This design comes from an exercise in tuning for small area, a short achievable clock period and few clock cycles per item on the open sky130 flow, not from production work. Where RTL was checked, it was by simulation tests only, not by an equivalence proof against the original.

==> v1 <==
// geofence
module geofence (clk, reset, X, Y, R, valid, is_inside);
input clk;
input reset;
input [9:0] X;
input [9:0] Y;
input [10:0] R;
output reg valid;
output is_inside;
localparam KW = 10;        
localparam C_LAST = 5'd21;     
reg [4:0] c;
always @(posedge clk or posedge reset) begin
    if (reset) begin
        c     <= 5'd0;
        valid <= 1'b0;
    end else begin
        c     <= (c == C_LAST) ? 5'd0 : c + 5'd1;
        valid <= (c == C_LAST - 5'd1);
    end
end
reg [9:0] ix, iy, ir;
always @(posedge clk) begin
    ix <= X; iy <= Y; ir <= R[9:0];
end
reg [9:0] sx [0:5];
reg [9:0] sy [0:5];
reg [9:0] sr [0:5];
reg [KW-1:0] sk [1:5];
wire [9:0] sx0 = sx[0], sy0 = sy[0], sx5 = sx[5], sy5 = sy[5];
wire [9:0] sr1 = sr[1], sr2 = sr[2];
wire kaxp_g0 = ix[0] & ~sx0[0];
wire kaxp_p0 = ix[0] ^ ~sx0[0];
wire kaxp_g1 = ix[1] & ~sx0[1];
wire kaxp_p1 = ix[1] ^ ~sx0[1];
wire kaxp_g2 = ix[2] & ~sx0[2];
wire kaxp_p2 = ix[2] ^ ~sx0[2];
wire kaxp_g3 = ix[3] & ~sx0[3];
wire kaxp_p3 = ix[3] ^ ~sx0[3];
wire kaxp_g4 = ix[4] & ~sx0[4];
wire kaxp_p4 = ix[4] ^ ~sx0[4];
wire kaxp_g5 = ix[5] & ~sx0[5];
wire kaxp_p5 = ix[5] ^ ~sx0[5];
wire kaxp_g6 = ix[6] & ~sx0[6];
wire kaxp_p6 = ix[6] ^ ~sx0[6];
wire kaxp_g7 = ix[7] & ~sx0[7];
wire kaxp_p7 = ix[7] ^ ~sx0[7];
wire kaxp_g8 = ix[8] & ~sx0[8];
wire kaxp_p8 = ix[8] ^ ~sx0[8];
wire kaxp_g9 = ix[9] & ~sx0[9];
wire kaxp_p9 = ix[9] ^ ~sx0[9];
wire kaxp_g0c = kaxp_g0 | (kaxp_p0 & 1'b1);
wire kaxp_G1 = kaxp_g1 | (kaxp_p1 & kaxp_g0c);
wire kaxp_G2 = kaxp_g3 | (kaxp_p3 & kaxp_g2);
wire kaxp_P2 = kaxp_p3 & kaxp_p2;
wire kaxp_G3 = kaxp_g5 | (kaxp_p5 & kaxp_g4);
wire kaxp_P3 = kaxp_p5 & kaxp_p4;
wire kaxp_G4 = kaxp_g7 | (kaxp_p7 & kaxp_g6);
wire kaxp_P4 = kaxp_p7 & kaxp_p6;
wire kaxp_G5 = kaxp_g9 | (kaxp_p9 & kaxp_g8);
wire kaxp_P5 = kaxp_p9 & kaxp_p8;
wire kaxp_G6 = kaxp_G2 | (kaxp_P2 & kaxp_G1);
wire kaxp_G7 = kaxp_G4 | (kaxp_P4 & kaxp_G3);
wire kaxp_P7 = kaxp_P4 & kaxp_P3;
wire kaxp_G8 = kaxp_G7 | (kaxp_P7 & kaxp_G6);
wire kaxp_G9 = kaxp_G3 | (kaxp_P3 & kaxp_G6);
wire kaxp_G10 = kaxp_G5 | (kaxp_P5 & kaxp_G8);
wire kaxp_G11 = kaxp_g2 | (kaxp_p2 & kaxp_G1);
wire kaxp_G12 = kaxp_g4 | (kaxp_p4 & kaxp_G6);
wire kaxp_G13 = kaxp_g6 | (kaxp_p6 & kaxp_G9);
wire kaxp_G14 = kaxp_g8 | (kaxp_p8 & kaxp_G8);
  ...
clock: 32.0 ns
lec_check: 0
abc_area: 1
cap_margin: 20
core_margin: 2
core_utilization: 60
slew_margin: 20
run.sh (not shown) runs the stock make flow with config.mk's settings and CLKGATE_MAP_FILE= SYNTH_SCRIPT=/design/flow/synth_recipe.tcl, a recipe that flattens the netlist after the stock synthesis.
==> inputs of v22, as changes to v1 <==
--- a/flow/design.v
+++ b/flow/design.v
@@ -1650,92 +1650,15 @@
 wire e_d2_208 = (e_d2_128 & e_d2_171) | (e_d2_128 & e_d2_170) | (e_d2_171 & e_d2_170);
 wire e_d2_209 = e_d2_132 ^ e_d2_173 ^ e_d2_172;
 wire e_d2_210 = (e_d2_132 & e_d2_173) | (e_d2_132 & e_d2_172) | (e_d2_173 & e_d2_172);
 wire e_d2_211 = e_d2_136 ^ e_d2_175 ^ e_d2_174;
 wire e_d2_212 = (e_d2_136 & e_d2_175) | (e_d2_136 & e_d2_174) | (e_d2_175 & e_d2_174);
 wire e_d2_213 = e_d2_140 ^ e_d2_177 ^ e_d2_176;
 wire e_d2_214 = (e_d2_140 & e_d2_177) | (e_d2_140 & e_d2_176) | (e_d2_177 & e_d2_176);
-wire e_d2_215bk_g0 = e_d2_179 & e_d2_145;
-wire e_d2_215bk_p0 = e_d2_179 ^ e_d2_145;
-wire e_d2_215bk_g1 = e_d2_180 & e_d2_181;
-wire e_d2_215bk_p1 = e_d2_180 ^ e_d2_181;
-wire e_d2_215bk_g2 = e_d2_182 & e_d2_183;
-wire e_d2_215bk_p2 = e_d2_182 ^ e_d2_183;
-wire e_d2_215bk_g3 = e_d2_184 & e_d2_185;
-wire e_d2_215bk_p3 = e_d2_184 ^ e_d2_185;
-wire e_d2_215bk_g4 = e_d2_186 & e_d2_187;
-wire e_d2_215bk_p4 = e_d2_186 ^ e_d2_187;
-wire e_d2_215bk_g5 = e_d2_188 & e_d2_189;
-wire e_d2_215bk_p5 = e_d2_188 ^ e_d2_189;
-wire e_d2_215bk_g6 = e_d2_190 & e_d2_191;
-wire e_d2_215bk_p6 = e_d2_190 ^ e_d2_191;
-wire e_d2_215bk_g7 = e_d2_192 & e_d2_193;
-wire e_d2_215bk_p7 = e_d2_192 ^ e_d2_193;
-wire e_d2_215bk_g8 = e_d2_194 & e_d2_195;
-wire e_d2_215bk_p8 = e_d2_194 ^ e_d2_195;
-wire e_d2_215bk_g9 = e_d2_196 & e_d2_197;
-wire e_d2_215bk_p9 = e_d2_196 ^ e_d2_197;
-wire e_d2_215bk_g10 = e_d2_198 & e_d2_199;
-wire e_d2_215bk_p10 = e_d2_198 ^ e_d2_199;
-wire e_d2_215bk_g11 = e_d2_200 & e_d2_201;
-wire e_d2_215bk_p11 = e_d2_200 ^ e_d2_201;
-wire e_d2_215bk_g12 = e_d2_202 & e_d2_203;
-wire e_d2_215bk_p12 = e_d2_202 ^ e_d2_203;
-wire e_d2_215bk_g13 = e_d2_204 & e_d2_205;
-wire e_d2_215bk_p13 = e_d2_204 ^ e_d2_205;
-wire e_d2_215bk_g14 = e_d2_206 & e_d2_207;
-wire e_d2_215bk_p14 = e_d2_206 ^ e_d2_207;
-wire e_d2_215bk_g15 = e_d2_208 & e_d2_209;
-wire e_d2_215bk_p15 = e_d2_208 ^ e_d2_209;
-wire e_d2_215bk_g16 = e_d2_210 & e_d2_211;
-wire e_d2_215bk_p16 = e_d2_210 ^ e_d2_211;
-wire e_d2_215bk_g17 = e_d2_212 & e_d2_213;
-wire e_d2_215bk_p17 = e_d2_212 ^ e_d2_213;
-wire e_d2_215bk_G1 = e_d2_215bk_g1 | (e_d2_215bk_p1 & e_d2_215bk_g0);
-wire e_d2_215bk_G2 = e_d2_215bk_g3 | (e_d2_215bk_p3 & e_d2_215bk_g2);
-wire e_d2_215bk_P2 = e_d2_215bk_p3 & e_d2_215bk_p2;
-wire e_d2_215bk_G3 = e_d2_215bk_g5 | (e_d2_215bk_p5 & e_d2_215bk_g4);
-wire e_d2_215bk_P3 = e_d2_215bk_p5 & e_d2_215bk_p4;
-wire e_d2_215bk_G4 = e_d2_215bk_g7 | (e_d2_215bk_p7 & e_d2_215bk_g6);
-wire e_d2_215bk_P4 = e_d2_215bk_p7 & e_d2_215bk_p6;
-wire e_d2_215bk_G5 = e_d2_215bk_g9 | (e_d2_215bk_p9 & e_d2_215bk_g8);
-wire e_d2_215bk_P5 = e_d2_215bk_p9 & e_d2_215bk_p8;
-wire e_d2_215bk_G6 = e_d2_215bk_g11 | (e_d2_215bk_p11 & e_d2_215bk_g10);
-wire e_d2_215bk_P6 = e_d2_215bk_p11 & e_d2_215bk_p10;
-wire e_d2_215bk_G7 = e_d2_215bk_g13 | (e_d2_215bk_p13 & e_d2_215bk_g12);
-wire e_d2_215bk_P7 = e_d2_215bk_p13 & e_d2_215bk_p12;
-wire e_d2_215bk_G8 = e_d2_215bk_g15 | (e_d2_215bk_p15 & e_d2_215bk_g14);
-wire e_d2_215bk_P8 = e_d2_215bk_p15 & e_d2_215bk_p14;
-wire e_d2_215bk_G9 = e_d2_215bk_g17 | (e_d2_215bk_p17 & e_d2_215bk_g16);
-wire e_d2_215bk_P9 = e_d2_215bk_p17 & e_d2_215bk_p16;
-wire e_d2_215bk_G10 = e_d2_215bk_G2 | (e_d2_215bk_P2 & e_d2_215bk_G1);
-wire e_d2_215bk_G11 = e_d2_215bk_G4 | (e_d2_215bk_P4 & e_d2_215bk_G3);
-wire e_d2_215bk_P11 = e_d2_215bk_P4 & e_d2_215bk_P3;
-wire e_d2_215bk_G12 = e_d2_215bk_G6 | (e_d2_215bk_P6 & e_d2_215bk_G5);
-wire e_d2_215bk_P12 = e_d2_215bk_P6 & e_d2_215bk_P5;
-wire e_d2_215bk_G13 = e_d2_215bk_G8 | (e_d2_215bk_P8 & e_d2_215bk_G7);
-wire e_d2_215bk_P13 = e_d2_215bk_P8 & e_d2_215bk_P7;
-wire e_d2_215bk_G14 = e_d2_215bk_G11 | (e_d2_215bk_P11 & e_d2_215bk_G10);
-wire e_d2_215bk_G15 = e_d2_215bk_G13 | (e_d2_215bk_P13 & e_d2_215bk_G12);
-wire e_d2_215bk_P15 = e_d2_215bk_P13 & e_d2_215bk_P12;
-wire e_d2_215bk_G16 = e_d2_215bk_G15 | (e_d2_215bk_P15 & e_d2_215bk_G14);
-wire e_d2_215bk_G17 = e_d2_215bk_G12 | (e_d2_215bk_P12 & e_d2_215bk_G14);
-wire e_d2_215bk_G18 = e_d2_215bk_G3 | (e_d2_215bk_P3 & e_d2_215bk_G10);
-wire e_d2_215bk_G19 = e_d2_215bk_G5 | (e_d2_215bk_P5 & e_d2_215bk_G14);
-wire e_d2_215bk_G20 = e_d2_215bk_G7 | (e_d2_215bk_P7 & e_d2_215bk_G17);
-wire e_d2_215bk_G21 = e_d2_215bk_G9 | (e_d2_215bk_P9 & e_d2_215bk_G16);
-wire e_d2_215bk_G22 = e_d2_215bk_g2 | (e_d2_215bk_p2 & e_d2_215bk_G1);
-wire e_d2_215bk_G23 = e_d2_215bk_g4 | (e_d2_215bk_p4 & e_d2_215bk_G10);
-wire e_d2_215bk_G24 = e_d2_215bk_g6 | (e_d2_215bk_p6 & e_d2_215bk_G18);
-wire e_d2_215bk_G25 = e_d2_215bk_g8 | (e_d2_215bk_p8 & e_d2_215bk_G14);
-wire e_d2_215bk_G26 = e_d2_215bk_g10 | (e_d2_215bk_p10 & e_d2_215bk_G19);
-wire e_d2_215bk_G27 = e_d2_215bk_g12 | (e_d2_215bk_p12 & e_d2_215bk_G17);
-wire e_d2_215bk_G28 = e_d2_215bk_g14 | (e_d2_215bk_p14 & e_d2_215bk_G20);
-wire e_d2_215bk_G29 = e_d2_215bk_g16 | (e_d2_215bk_p16 & e_d2_215bk_G16);
-wire [17:0] e_d2 = {(e_d2_215bk_p17 ^ e_d2_215bk_G29), (e_d2_215bk_p16 ^ e_d2_215bk_G16), (e_d2_215bk_p15 ^ e_d2_215bk_G28), (e_d2_215bk_p14 ^ e_d2_215bk_G20), (e_d2_215bk_p13 ^ e_d2_215bk_G27), (e_d2_215bk_p12 ^ e_d2_215bk_G17), (e_d2_215bk_p11 ^ e_d2_215bk_G26), (e_d2_215bk_p10 ^ e_d2_215bk_G19), (e_d2_215bk_p9 ^ e_d2_215bk_G25), (e_d2_215bk_p8 ^ e_d2_215bk_G14), (e_d2_215bk_p7 ^ e_d2_215bk_G24), (e_d2_215bk_p6 ^ e_d2_215bk_G18), (e_d2_215bk_p5 ^ e_d2_215bk_G23), (e_d2_215bk_p4 ^ e_d2_215bk_G10), (e_d2_215bk_p3 ^ e_d2_215bk_G22), (e_d2_215bk_p2 ^ e_d2_215bk_G1), (e_d2_215bk_p1 ^ e_d2_215bk_g0), e_d2_215bk_p0};
+wire [17:0] e_d2 = ({e_d2_212, e_d2_210, e_d2_208, e_d2_206, e_d2_204, e_d2_202, e_d2_200, e_d2_198, e_d2_196, e_d2_194, e_d2_192, e_d2_190, e_d2_188, e_d2_186, e_d2_184, e_d2_182, e_d2_180, e_d2_179} + {e_d2_213, e_d2_211, e_d2_209, e_d2_207, e_d2_205, e_d2_203, e_d2_201, e_d2_199, e_d2_197, e_d2_195, e_d2_193, e_d2_191, e_d2_189, e_d2_187, e_d2_185, e_d2_183, e_d2_181, e_d2_145});
 reg [17:0] q1_d2;
 always @(posedge clk) q1_d2 <= {e_d2[17], e_d2[16], e_d2[15], e_d2[14], e_d2[13], e_d2[12], e_d2[11], e_d2[10], e_d2[9], e_d2[8], e_d2[7], e_d2[6], e_d2[5], e_d2[4], e_d2[3], e_d2[2], e_d2[1], e_d2[0]};
 wire sa5_g0 = q1_d2[16] & 1'b0;
 wire sa5_p0 = q1_d2[16] ^ 1'b0;
 wire sa5_g1 = q1_d2[17] & 1'b1;
 wire sa5_p1 = q1_d2[17] ^ 1'b1;
 wire sa5_g0c = sa5_g0 | (sa5_p0 & 1'b1);
==> flow/config.mk (replaced) <==
export PLATFORM = sky130hd
export DESIGN_NAME = geofence
export DESIGN_NICKNAME = geofence
export VERILOG_FILES = /design/flow/design.v
export SDC_FILE = /design/flow/constraint.sdc
export NUM_CORES = 4
export LEC_CHECK = 0
export ABC_AREA = 1
export CAP_MARGIN = 20
export CORE_MARGIN = 2
export CORE_UTILIZATION = 70
export SLEW_MARGIN = 20
==> comparison <==
Die area: v1 is larger than v22 (about 16%). Between v22 and v1, the lower register-to-register slack is in v22 (gap 0.08 ns). v22 went through all stages and came out clean. v1 passed the timing, design-rule and antenna checks. In v1 the maximum frequency is larger than in v22, by 0.94%. In synthesized area, v22 and v1 hardly differ.
Testbench counts of v1, summed over its fixed seeds: cycles 8,448, objects 384.
No functional check of the RTL was part of v22.

-- static timing again, ports no longer ideal --
No port has a modelled driver above. Below, the same layouts with a new extraction and two added sets of constraints. Step 1, drivers: a clkbuf_16 drives clk and a buf_2 each remaining input, both assumed. Step 2 times the ports against the registers' clock, not the clock port: input delays grow and output delays shrink by t, the midpoint of the rising clock arrivals with the driver on. Slacks: no drivers / after step 1 / after step 2; pairs: no drivers / after step 1.
run | t, ns | setup WS [ns] | cell pins on the clock port's net
v1 | 0.693 | 23.063 / 23.063 / 23.063 | 1
v22 | 0.686 | 22.979 / 22.979 / 22.979 | 1
After both steps every run listed still meets setup and hold.
